Source: an optimization exercise on an open RTL-to-GDS flow (aim: small area, a short achievable clock period and few clock cycles per item). Production flows keep margins and buffers that such runs may drop.
RTL that was checked went through simulation tests only; none was proved equivalent to the original.

Design mult_controller, start of the top module:
module mult_controller #(
    parameter integer WIDTH = 32
)
(
    input logic clk,
    input logic rst_n,
    input logic start,
    input logic signed [WIDTH - 1: 0] multiplicand,
    input logic signed [WIDTH - 1: 0] multiplier,
    output logic signed [2 * WIDTH - 1: 0] product,
    output logic done
);
export LEC_CHECK = 0
export CAP_MARGIN = 20
export CORE_MARGIN = 2
export CORE_UTILIZATION = 40
export SLEW_MARGIN = 20
create_clock -name core_clock -period 4.5 [get_ports {clk}]
run.sh (not shown) runs the stock make flow with config.mk's settings and CLKGATE_MAP_FILE= SYNTH_SCRIPT=/design/flow/synth_recipe.tcl, a recipe that flattens the netlist after the stock synthesis.
The first run went through all stages and came out clean.
Change:
- SETUP_SLACK_MARGIN: not set -> 1.5
Setup slack improves by 0.44 ns.
Via count goes up by 3.1%.
Non-clock buffer count went up by 25.
Register-to-register slack improves by 0.44 ns.
Change:
- SETUP_SLACK_MARGIN: 1.5 -> 1.0
Hold slack is better by 0.0058 ns.
Die area does not change.
Final cell count falls by about 1.7%.
Maximum frequency goes down by about 4.4%.
Global-route usage came out higher by 0.13 points.
Routed wire length decreases by 1.1%.
Core utilization is lower by 2.2 points.
First-iteration DRC count shrinks by 22%.
Design area came out lower by 4.2%.
Change:
- SETUP_SLACK_MARGIN: 1.0 -> 2.0
Effect: Register-to-register slack gains 0.21 ns; cell count climbs by 4.4%; worst hold slack got worse by 0.0053 ns.
No functional check of the RTL was part of any run of this note.


Another version of the RTL of mult_controller (not shown whole).
Size: ~1500 cells after synthesis, about 0.013 sq mm of cells after synthesis.
Design mult_controller, start of the top module:
module mult_controller #(
    parameter integer WIDTH = 32
)
(
    input logic clk,
    input logic rst_n,
    input logic start,
    input logic signed [WIDTH - 1: 0] multiplicand,
    input logic signed [WIDTH - 1: 0] multiplier,
    output logic signed [2 * WIDTH - 1: 0] product,
    output logic done
);
Settings: LEC_CHECK=0, ABC_AREA=1, CAP_MARGIN=20, CORE_MARGIN=2, CORE_UTILIZATION=40, SETUP_SLACK_MARGIN=1.0, SLEW_MARGIN=20, BUFFER_PORTS_ARGS=-buffer_cell sky130_fd_sc_hd__buf_1; clock period 4.5 ns.
standard.sh (not shown) runs the stock make flow with config.mk's settings and CLKGATE_MAP_FILE= SYNTH_SCRIPT=/design/flow/synth_recipe.tcl, a recipe that flattens the netlist after the stock synthesis.
==> flow/flow/run.sh <==
#!/bin/bash
# The standard layout, except that the port buffers are plain buffers
# (sky130_fd_sc_hd__buf_1, which timing repair may resize) instead of the
# delay cells buffer_ports picks by default.
set -euo pipefail
echo 'export BUFFER_PORTS_ARGS = -buffer_cell sky130_fd_sc_hd__buf_1' >> config.mk
bash standard.sh > standard.log 2>&1
Testbench counts at the start, summed over its fixed seeds: cycles 8,008, items 1,600.
Then changed:
==> flow/run.sh (new file) <==
#!/bin/bash
# synth_recipe.tcl (not shown) runs the flow's synth.tcl, then flattens the netlist and writes it again
# the make line also repeats each setting of config.mk as NAME=value (left out here)
make -C /OpenROAD-flow-scripts/flow DESIGN_CONFIG=/design/flow/config.mk WORK_HOME=/design/flow/orfs CLKGATE_MAP_FILE= SYNTH_SCRIPT=/design/flow/synth_recipe.tcl finish
ABC_AREA = not set   (was 1)
BUFFER_PORTS_ARGS = not set   (was -buffer_cell sky130_fd_sc_hd__buf_1)
SETUP_SLACK_MARGIN = 1.5   (was 1.0)
removed: flow/flow/run.sh
removed: flow/standard.sh
What happened: Sequential share of layout area goes down by 5.1 points; register-to-register slack got worse by 0.08 ns; sequential cell count does not change; final area is higher by a quarter to a third.


mult_controller, a different RTL version from the one above (not shown whole).
Size: about 1500 cells after synthesis, about 130 I/O pins.
==> flow/config.mk <==
export PLATFORM = sky130hd
export DESIGN_NAME = mult_controller
export DESIGN_NICKNAME = mult_controller
export VERILOG_FILES = /design/flow/design.v
export SDC_FILE = /design/flow/constraint.sdc
export NUM_CORES = 4
export LEC_CHECK = 0
export CAP_MARGIN = 20
export CORE_MARGIN = 2
export CORE_UTILIZATION = 40
export SETUP_SLACK_MARGIN = 1.3
export SLEW_MARGIN = 20
export BUFFER_PORTS_ARGS = -buffer_cell sky130_fd_sc_hd__buf_1
==> flow/constraint.sdc <==
create_clock -name core_clock -period 4.5 [get_ports {clk}]
set_input_delay 0.9000 -clock core_clock [delete_from_list [all_inputs] [get_ports {clk}]]
set_output_delay 0.9000 -clock core_clock [all_outputs]
set_load 0.01 [all_outputs]
==> flow/flow/run.sh <==
#!/bin/bash
# The standard layout, except that the port buffers are plain buffers
# (sky130_fd_sc_hd__buf_1, which timing repair may resize) instead of the
# delay cells buffer_ports picks by default.
set -euo pipefail
echo 'export BUFFER_PORTS_ARGS = -buffer_cell sky130_fd_sc_hd__buf_1' >> config.mk
bash standard.sh > standard.log 2>&1
Rerun with:
SETUP_SLACK_MARGIN = 1.0   (was 1.3)
=>
- final area falls by 7.6%
- clock-buffer cell count went up by 2
- die area stays the same
- routed wire length goes down by 6.9%
Function was not checked in any run of this note: the RTL went through the layout flow alone.


Another version of the RTL of mult_controller (not shown whole).
Size: about 1,500 cells after synthesis, roughly 150 flip-flops, roughly 12,000 µm² of cells after synthesis.
==> flow/config.mk <==
export PLATFORM = sky130hd
export DESIGN_NAME = mult_controller
export DESIGN_NICKNAME = mult_controller
export VERILOG_FILES = /design/flow/design.v
export SDC_FILE = /design/flow/constraint.sdc
export NUM_CORES = 4
export LEC_CHECK = 0
export ABC_AREA = 1
export CAP_MARGIN = 20
export CORE_MARGIN = 2
export CORE_UTILIZATION = 40
export CTS_BUF_LIST = sky130_fd_sc_hd__clkbuf_8
export SETUP_SLACK_MARGIN = 1.3
export SLEW_MARGIN = 20
export TNS_END_PERCENT = 60
export BUFFER_PORTS_ARGS = -buffer_cell sky130_fd_sc_hd__buf_1
==> flow/constraint.sdc <==
create_clock -name core_clock -period 4.5 [get_ports {clk}]
set_input_delay 0.9000 -clock core_clock [delete_from_list [all_inputs] [get_ports {clk}]]
set_output_delay 0.9000 -clock core_clock [all_outputs]
set_load 0.01 [all_outputs]
Scripts as last shown in full above: flow/flow/run.sh
The starting point produced a clean layout.
Testbench counts at the start, summed over its fixed seeds: cycles 8,008, items 1,600.
Next try:
==> flow/flow/run.sh (replaced) <==
#!/bin/bash
# The standard layout, except that:
# - the port buffers are plain buffers (sky130_fd_sc_hd__buf_1, which timing
#   repair may resize) instead of the delay cells buffer_ports picks;
# - synthesis maps adders with yosys's own Brent-Kung carry lookahead instead
#   of the Kogge-Stone extra map (any non-empty SYNTH_OPERATIONS_ARGS drops
#   it; -noshare is already on every synth call).
set -euo pipefail
echo 'export BUFFER_PORTS_ARGS = -buffer_cell sky130_fd_sc_hd__buf_1' >> config.mk
echo 'export SYNTH_OPERATIONS_ARGS = -noshare' >> config.mk
bash standard.sh > standard.log 2>&1
Settings changed: SYNTH_OPERATIONS_ARGS set to -noshare, TNS_END_PERCENT 60 to unset.
Setup slack loses 57 ps.
Synthesized area falls by about 6.6%.
Global-route usage came out lower by 2.7 points.
Routed wire length drops by 15%.
Non-clock buffer count climbs by 57.
Via count goes down by about 20%.
Sequential share of layout area shrinks by 0.84 points.
Clock skew decreases by 8.9 ps.
Next try:
==> flow/flow/run.sh (replaced) <==
#!/bin/bash
# The standard layout, except that the port buffers are plain buffers
# (sky130_fd_sc_hd__buf_1, which timing repair may resize) instead of the
# delay cells buffer_ports picks by default.
set -euo pipefail
echo 'export BUFFER_PORTS_ARGS = -buffer_cell sky130_fd_sc_hd__buf_1' >> config.mk
bash standard.sh > standard.log 2>&1
Settings changed: SYNTH_OPERATIONS_ARGS -noshare to unset.
After rerunning: The new run completed without violations; worst hold slack is better by 17 ps; non-clock buffer count fell by 67; cell area fell by 5.7%; area after synthesis rose by 7.0%; clock-buffer cell count rose by 1; setup slack is better by 110 ps.
Next try:
Settings changed: GPL_TIMING_DRIVEN set to 0.
Result:
- worst setup slack loses 100 ps
- fmax came out lower by 3.2%
- global-route usage came out higher by 0.92 points
- final cell count came out higher by 2.5%
- wire length came out higher by 7.2%
- critical path depth does not change
- register-to-register slack loses 100 ps
- non-clock buffer count came out higher by 51
- first-iteration DRC count came out lower by 3.2%
- clock skew came out lower by 3.4 ps
Next try:
Settings changed: GPL_TIMING_DRIVEN 0 to unset, SETUP_SLACK_MARGIN 1.3 to 1.4.
The new run passed the timing, DRC and antenna checks.
Area after synthesis is unchanged.
Sequential cell count does not change.
Wire length is about the same.
Core utilization drops by 0.42 points.
Hold slack degrades by 18 ps.
Maximum frequency goes up by 1.2%.
Critical path depth stays the same.


RTL: one of the versions met above, not the one the previous note started from.
Size in the first run: about 130 I/O pins, ~0.013 mm2 of cells after synthesis.
Settings: LEC_CHECK=0, CAP_MARGIN=0, CORE_MARGIN=2, CORE_UTILIZATION=40, SETUP_SLACK_MARGIN=1.0, SLEW_MARGIN=0, BUFFER_PORTS_ARGS=-buffer_cell sky130_fd_sc_hd__buf_1; clock period 4.5 ns.
==> flow/flow/run.sh <==
#!/bin/bash
# The standard layout, except that the port buffers are plain buffers
# (sky130_fd_sc_hd__buf_1, which timing repair may resize) instead of the
# delay cells buffer_ports picks by default.
set -euo pipefail
echo 'export BUFFER_PORTS_ARGS = -buffer_cell sky130_fd_sc_hd__buf_1' >> config.mk
bash standard.sh > standard.log 2>&1
The starting point went through all stages and came out clean.
Testbench counts at the start, summed over its fixed seeds: cycles 8,008, items 1,600.
Rerun with:
==> flow/run.sh (new file) <==
#!/bin/bash
# synth_recipe.tcl (not shown) runs the flow's synth.tcl, then flattens the netlist and writes it again
# the make line also repeats each setting of config.mk as NAME=value (left out here)
make -C /OpenROAD-flow-scripts/flow DESIGN_CONFIG=/design/flow/config.mk WORK_HOME=/design/flow/orfs CLKGATE_MAP_FILE= SYNTH_SCRIPT=/design/flow/synth_recipe.tcl finish
==> flow/config.mk (replaced) <==
export PLATFORM = sky130hd
export DESIGN_NAME = mult_controller
export DESIGN_NICKNAME = mult_controller
export VERILOG_FILES = /design/flow/design.v
export SDC_FILE = /design/flow/constraint.sdc
export NUM_CORES = 4
export LEC_CHECK = 0
export CAP_MARGIN = 20
export CORE_MARGIN = 2
export CORE_UTILIZATION = 60
export SETUP_SLACK_MARGIN = 1.0
export SLEW_MARGIN = 20
removed: flow/flow/run.sh
removed: flow/standard.sh
Effect:
- design area came out higher by 10%
- setup slack degrades by 110 ps
- hold slack improves by 220 ps
- first-iteration DRC count came out higher by 20%
- die area came out lower by 33%
- synthesized area stays the same
Rerun with:
==> flow/flow/run.sh (new file) <==
#!/bin/bash
# The standard layout, except that the port buffers are plain buffers
# (sky130_fd_sc_hd__buf_1, which timing repair may resize) instead of the
# delay cells buffer_ports picks by default.
set -euo pipefail
echo 'export BUFFER_PORTS_ARGS = -buffer_cell sky130_fd_sc_hd__buf_1' >> config.mk
bash standard.sh > standard.log 2>&1
==> flow/standard.sh (new file) <==
#!/bin/bash
# synth_recipe.tcl (not shown) runs the flow's synth.tcl, then flattens the netlist and writes it again
# the make line also repeats each setting of config.mk as NAME=value (left out here)
make -C /OpenROAD-flow-scripts/flow DESIGN_CONFIG=/design/flow/config.mk WORK_HOME=/design/flow/orfs CLKGATE_MAP_FILE= SYNTH_SCRIPT=/design/flow/synth_recipe.tcl "${@:-finish}"
--- a/flow/config.mk
+++ b/flow/config.mk
@@ -8,5 +8,7 @@
 export CAP_MARGIN = 20
 export CORE_MARGIN = 2
-export CORE_UTILIZATION = 60
+export CORE_UTILIZATION = 40
+export CTS_BUF_LIST = sky130_fd_sc_hd__clkbuf_8
 export SETUP_SLACK_MARGIN = 1.0
 export SLEW_MARGIN = 20
+export BUFFER_PORTS_ARGS = -buffer_cell sky130_fd_sc_hd__buf_1
removed: flow/run.sh
The changed run went through all stages and came out clean.
Setup slack improves by 100 ps.
Non-clock buffer count is lower by 31.
Die area goes up by 49%.
Global-route usage came out lower by 12 points.
Utilization falls by 31 points.
Critical path depth does not change.
Register-to-register slack gains 100 ps.
Design area fell by 9.3%.
Rerun with:
--- a/flow/config.mk
+++ b/flow/config.mk
@@ -8,6 +8,5 @@
 export CAP_MARGIN = 20
 export CORE_MARGIN = 2
-export CORE_UTILIZATION = 40
-export CTS_BUF_LIST = sky130_fd_sc_hd__clkbuf_8
+export CORE_UTILIZATION = 55
 export SETUP_SLACK_MARGIN = 1.0
 export SLEW_MARGIN = 20
Final cell count goes down by a few percent.
Final area goes up slightly.
Synthesized area is unchanged.
Hold slack is better by 39 ps.
Routed wire length goes down by a few percent.
Via count goes up slightly.
Rerun with:
==> flow/flow/run.sh (replaced) <==
#!/bin/bash
# The standard layout, except that the port buffers are plain buffers
# (sky130_fd_sc_hd__buf_1, which timing repair may resize) instead of the
# delay cells buffer_ports picks by default, and timing repair may swap a
# cell for one of another footprint.
set -euo pipefail
bash standard.sh "BUFFER_PORTS_ARGS=-buffer_cell sky130_fd_sc_hd__buf_1" MATCH_CELL_FOOTPRINT=0 finish > standard.log 2>&1
--- a/flow/config.mk
+++ b/flow/config.mk
@@ -8,6 +8,5 @@
 export CAP_MARGIN = 20
 export CORE_MARGIN = 2
-export CORE_UTILIZATION = 55
+export CORE_UTILIZATION = 40
 export SETUP_SLACK_MARGIN = 1.0
 export SLEW_MARGIN = 20
-export BUFFER_PORTS_ARGS = -buffer_cell sky130_fd_sc_hd__buf_1
What happened: The changed run completed without violations; final cell count climbs by 6.5%; setup slack gets better by 13 ps; global-route usage decreases by 8.2 points; routed wire length goes down by 1.0%.
Rerun with:
==> flow/run.sh (new file) <==
#!/bin/bash
# synth_recipe.tcl (not shown) runs the flow's synth.tcl, then flattens the netlist and writes it again
# the make line also repeats each setting of config.mk as NAME=value (left out here)
make -C /OpenROAD-flow-scripts/flow DESIGN_CONFIG=/design/flow/config.mk WORK_HOME=/design/flow/orfs CLKGATE_MAP_FILE= SYNTH_SCRIPT=/design/flow/synth_recipe.tcl finish
--- a/flow/config.mk
+++ b/flow/config.mk
@@ -9,4 +9,4 @@
 export CORE_MARGIN = 2
 export CORE_UTILIZATION = 40
-export SETUP_SLACK_MARGIN = 1.0
+export SETUP_SLACK_MARGIN = 0.5
 export SLEW_MARGIN = 20
removed: flow/flow/run.sh
removed: flow/standard.sh
The new run produced a clean layout. Clock-buffer cell count is unchanged. Fmax is lower by 11%. Synthesized cell count stays the same.


## maple
RTL: one of the versions met above, not the one the previous note started from.
For scale: ~150 flip-flops.
==> flow/design.v (excerpt) <==
module mult_controller #(
    parameter integer WIDTH = 32
)
(
    input logic clk,
    input logic rst_n,
    input logic start,
    input logic signed [WIDTH - 1: 0] multiplicand,
    input logic signed [WIDTH - 1: 0] multiplier,
    output logic signed [2 * WIDTH - 1: 0] product,
    output logic done
);
export LEC_CHECK = 0
export ABC_AREA = 1
export CAP_MARGIN = 20
export CORE_MARGIN = 2
export CORE_UTILIZATION = 40
export CTS_BUF_LIST = sky130_fd_sc_hd__clkbuf_8
export SETUP_SLACK_MARGIN = 1.3
export SLEW_MARGIN = 20
create_clock -name core_clock -period 4.5 [get_ports {clk}]
==> flow/flow/run.sh <==
#!/bin/bash
# The standard layout, except that the port buffers are plain buffers
# (sky130_fd_sc_hd__buf_1, which timing repair may resize) instead of the
# delay cells buffer_ports picks by default, and timing repair may swap a
# cell for one of another footprint.
set -euo pipefail
bash standard.sh "BUFFER_PORTS_ARGS=-buffer_cell sky130_fd_sc_hd__buf_1" MATCH_CELL_FOOTPRINT=0 finish > standard.log 2>&1
maple was carried through to the last stage, and its layout satisfied the timing, DRC and antenna checks.
Testbench counts of maple, summed over its fixed seeds: cycles 8,008, items 1,600.
Changes in harbor relative to maple:
Settings: clearing CTS_BUF_LIST, which used to be sky130_fd_sc_hd__clkbuf_8; swapping 1.3 for 1.6 in SETUP_SLACK_MARGIN; putting BUFFER_PORTS_ARGS at -buffer_cell sky130_fd_sc_hd__buf_1 where nothing was set.
==> flow/flow/run.sh <==
#!/bin/bash
# The standard layout, except that the port buffers are plain buffers
# (sky130_fd_sc_hd__buf_1, which timing repair may resize) instead of the
# delay cells buffer_ports picks by default.
set -euo pipefail
echo 'export BUFFER_PORTS_ARGS = -buffer_cell sky130_fd_sc_hd__buf_1' >> config.mk
bash standard.sh > standard.log 2>&1
Results
Per the comparison of harbor with maple, met2 track demand over resource up 4.5 points, fmax fell 0.84%. In the metrics for harbor and maple, the one carrying the higher non-clock buffer count is harbor. On total vias in the final route, harbor does worse than maple. Diff harbor and maple: final period utilization lower in maple. What harbor reported for sum of routed wire length over all layers has to be multiplied by 0.895 to get the figure for maple. Per the comparison of harbor with maple, post-CTS setup repair buffer count climbed 32, cell count after synthesis barely changed.
For fjord, these inputs were changed with respect to harbor:
Settings: PLACE_DENSITY: unset -> 0.7; SETUP_SLACK_MARGIN: 1.6 -> 1.3; CTS_BUF_LIST: unset -> sky130_fd_sc_hd__clkbuf_8.
[summary]
- Per the comparison of fjord with harbor, via count normalized by instance count climbed about 1.5%; post-CTS setup-driven buffer insertion count dropped 28.
- Diff harbor -> fjord: total area of multi-input combinational cells saw a decrease, met1 layer usage reported by global route lower.
- On fjord: clock latency on the worst-skew pair is 0.04 ns higher than what harbor gave.
- Fmax: fjord below harbor
- On post-synthesis cell area, harbor tracks fjord almost exactly.
- Every stage of the flow completed for fjord, and the final layout passed the timing, DRC and antenna checks.
Setup changes, fjord to tundra
Settings: PLACE_DENSITY removed (was 0.7); TNS_END_PERCENT newly set to 30.
==> comparison <==
Diff fjord -> tundra: setup slack went down by 0.023 ns.
fjord -> tundra: number of instances in the synthesized netlist delta 0, exact match
| routed length on met1 | tundra vs fjord | 1.4 mm higher |
From fjord to tundra the numbers moved as follows: total instance count after detailed placement now sits at about the same level, buffer count excluding the clock tree in the final layout now sits higher, detailed route wirelength on metal3 now sits lower, critical path depth now sits higher.
tundra vs. fjord: post-route core utilization went up 0.18 points, final cell count without fillers held.
Inputs modified between tundra and xenon:
Settings: TNS_END_PERCENT no longer set, was 30; CTS_BUF_LIST no longer set, was sky130_fd_sc_hd__clkbuf_8.
Findings:
xenon finished every step from synthesis to the final layout, and the layout passed the timing, DRC and antenna checks. xenon: area of all placed cells without fillers 0.98% below tundra. Maximum achievable frequency (xenon vs. tundra) increases by a few percent.
Inputs modified between xenon and cedar:
Settings: swapping 1.3 for 1.0 in SETUP_SLACK_MARGIN.
## What came out
- Looking at total of fill cells in the finished design across xenon and cedar, the one that comes out lower is xenon.
- Delta (cedar minus xenon): mean number of vias per cell rose by about 0.33%.
- cedar vs. xenon: setup slack after placement went down by 0.30 ns.
- When cedar is measured against xenon, its maximum single-stage delay on the critical path turns out 0.08 ns lower.
- Compared with xenon, in cedar final hold slack moved down, final worst clock skew level.
- Summary: with xenon as the reference, first-pass GRT wire length in cedar moved up by a few percent.
- When cedar is measured against xenon, its required arrival time at the worst endpoint turns out 0.03 ns lower.

afterwards: timing with drivers on the ports:
No port has a modelled driver above. Below, the same layouts with a new extraction and two added sets of constraints. Step 1, drivers: a clkbuf_16 drives clk and a buf_2 each remaining input, both assumed. Step 2, shift: input delay + t, output delay - t, t = (earliest + latest rising clock arrival at the registers) / 2. This alone moves slack from input paths to output paths. a / b / c = no drivers / after step 1 / after step 2; a / b = the first two.
run | shift t [ns] | setup slack, ns | hold slack, ns | worst setup path after step 2
the first run of note 1 | 0.475 | 0.835 / 0.835 / 0.687 | 0.496 / 0.496 / 0.496 | input to register
the second run of note 1 | 0.473 | 1.276 / 1.276 / 1.094 | 0.490 / 0.490 / 0.490 | input to register
the third run of note 1 | 0.475 | 1.128 / 1.128 / 0.972 | 0.496 / 0.496 / 0.496 | input to register
the fourth run of note 1 | 0.461 | 1.341 / 1.341 / 1.341 | 0.491 / 0.491 / 0.491 | register to register
the first run of note 2 | 0.477 | 1.164 / 1.164 / 0.795 | 0.291 / 0.280 / 0.490 | input to register
the second run of note 2 | 0.481 | 1.089 / 1.089 / 0.619 | 0.483 / 0.483 / 0.483 | input to register
the first run of note 3 | 0.471 | 0.921 / 0.921 / 0.560 | 0.323 / 0.301 / 0.507 | input to register
the second run of note 3 | 0.470 | 0.961 / 0.961 / 0.681 | 0.328 / 0.305 / 0.504 | input to register
the first run of note 4 | 0.518 | 1.329 / 1.330 / 0.906 | 0.242 / 0.220 / 0.500 | input to register
the second run of note 4 | 0.510 | 1.273 / 1.273 / 0.796 | 0.241 / 0.219 / 0.504 | input to register
the third run of note 4 | 0.500 | 1.387 / 1.387 / 0.933 | 0.258 / 0.243 / 0.497 | input to register
the fourth run of note 4 | 0.495 | 1.285 / 1.285 / 0.852 | 0.252 / 0.241 / 0.526 | input to register
the fifth run of note 4 | 0.508 | 1.324 / 1.324 / 0.853 | 0.235 / 0.210 / 0.489 | input to register
the first run of note 5 | 0.474 | 1.067 / 1.067 / 0.716 | 0.281 / 0.267 / 0.494 | input to register
the second run of note 5 | 0.478 | 0.958 / 0.958 / 0.585 | 0.500 / 0.500 / 0.500 | input to register
the third run of note 5 | 0.512 | 1.061 / 1.061 / 0.658 | 0.241 / 0.228 / 0.497 | input to register
the fourth run of note 5 | 0.464 | 1.018 / 1.018 / 0.653 | 0.279 / 0.264 / 0.503 | input to register
the fifth run of note 5 | 0.481 | 1.031 / 1.031 / 0.664 | 0.288 / 0.274 / 0.486 | input to register
the sixth run of note 5 | 0.474 | 0.599 / 0.619 / 0.145 | 0.485 / 0.485 / 0.485 | input to register
maple | 0.500 | 1.387 / 1.387 / 0.933 | 0.258 / 0.243 / 0.497 | input to register
harbor | 0.477 | 1.360 / 1.371 / 0.894 | 0.293 / 0.269 / 0.505 | input to register
fjord | 0.511 | 1.273 / 1.273 / 0.850 | 0.234 / 0.229 / 0.500 | input to register
tundra | 0.516 | 1.250 / 1.250 / 0.862 | 0.236 / 0.208 / 0.503 | input to register
xenon | 0.477 | 1.386 / 1.386 / 0.952 | 0.291 / 0.270 / 0.493 | input to register
cedar | 0.473 | 1.162 / 1.162 / 0.717 | 0.288 / 0.273 / 0.504 | input to register
After both steps every run listed still meets setup and hold. The setup slack of the second run of note 4, which loses most, moves by 0.000 ns with the drivers and by -0.477 ns with both steps.
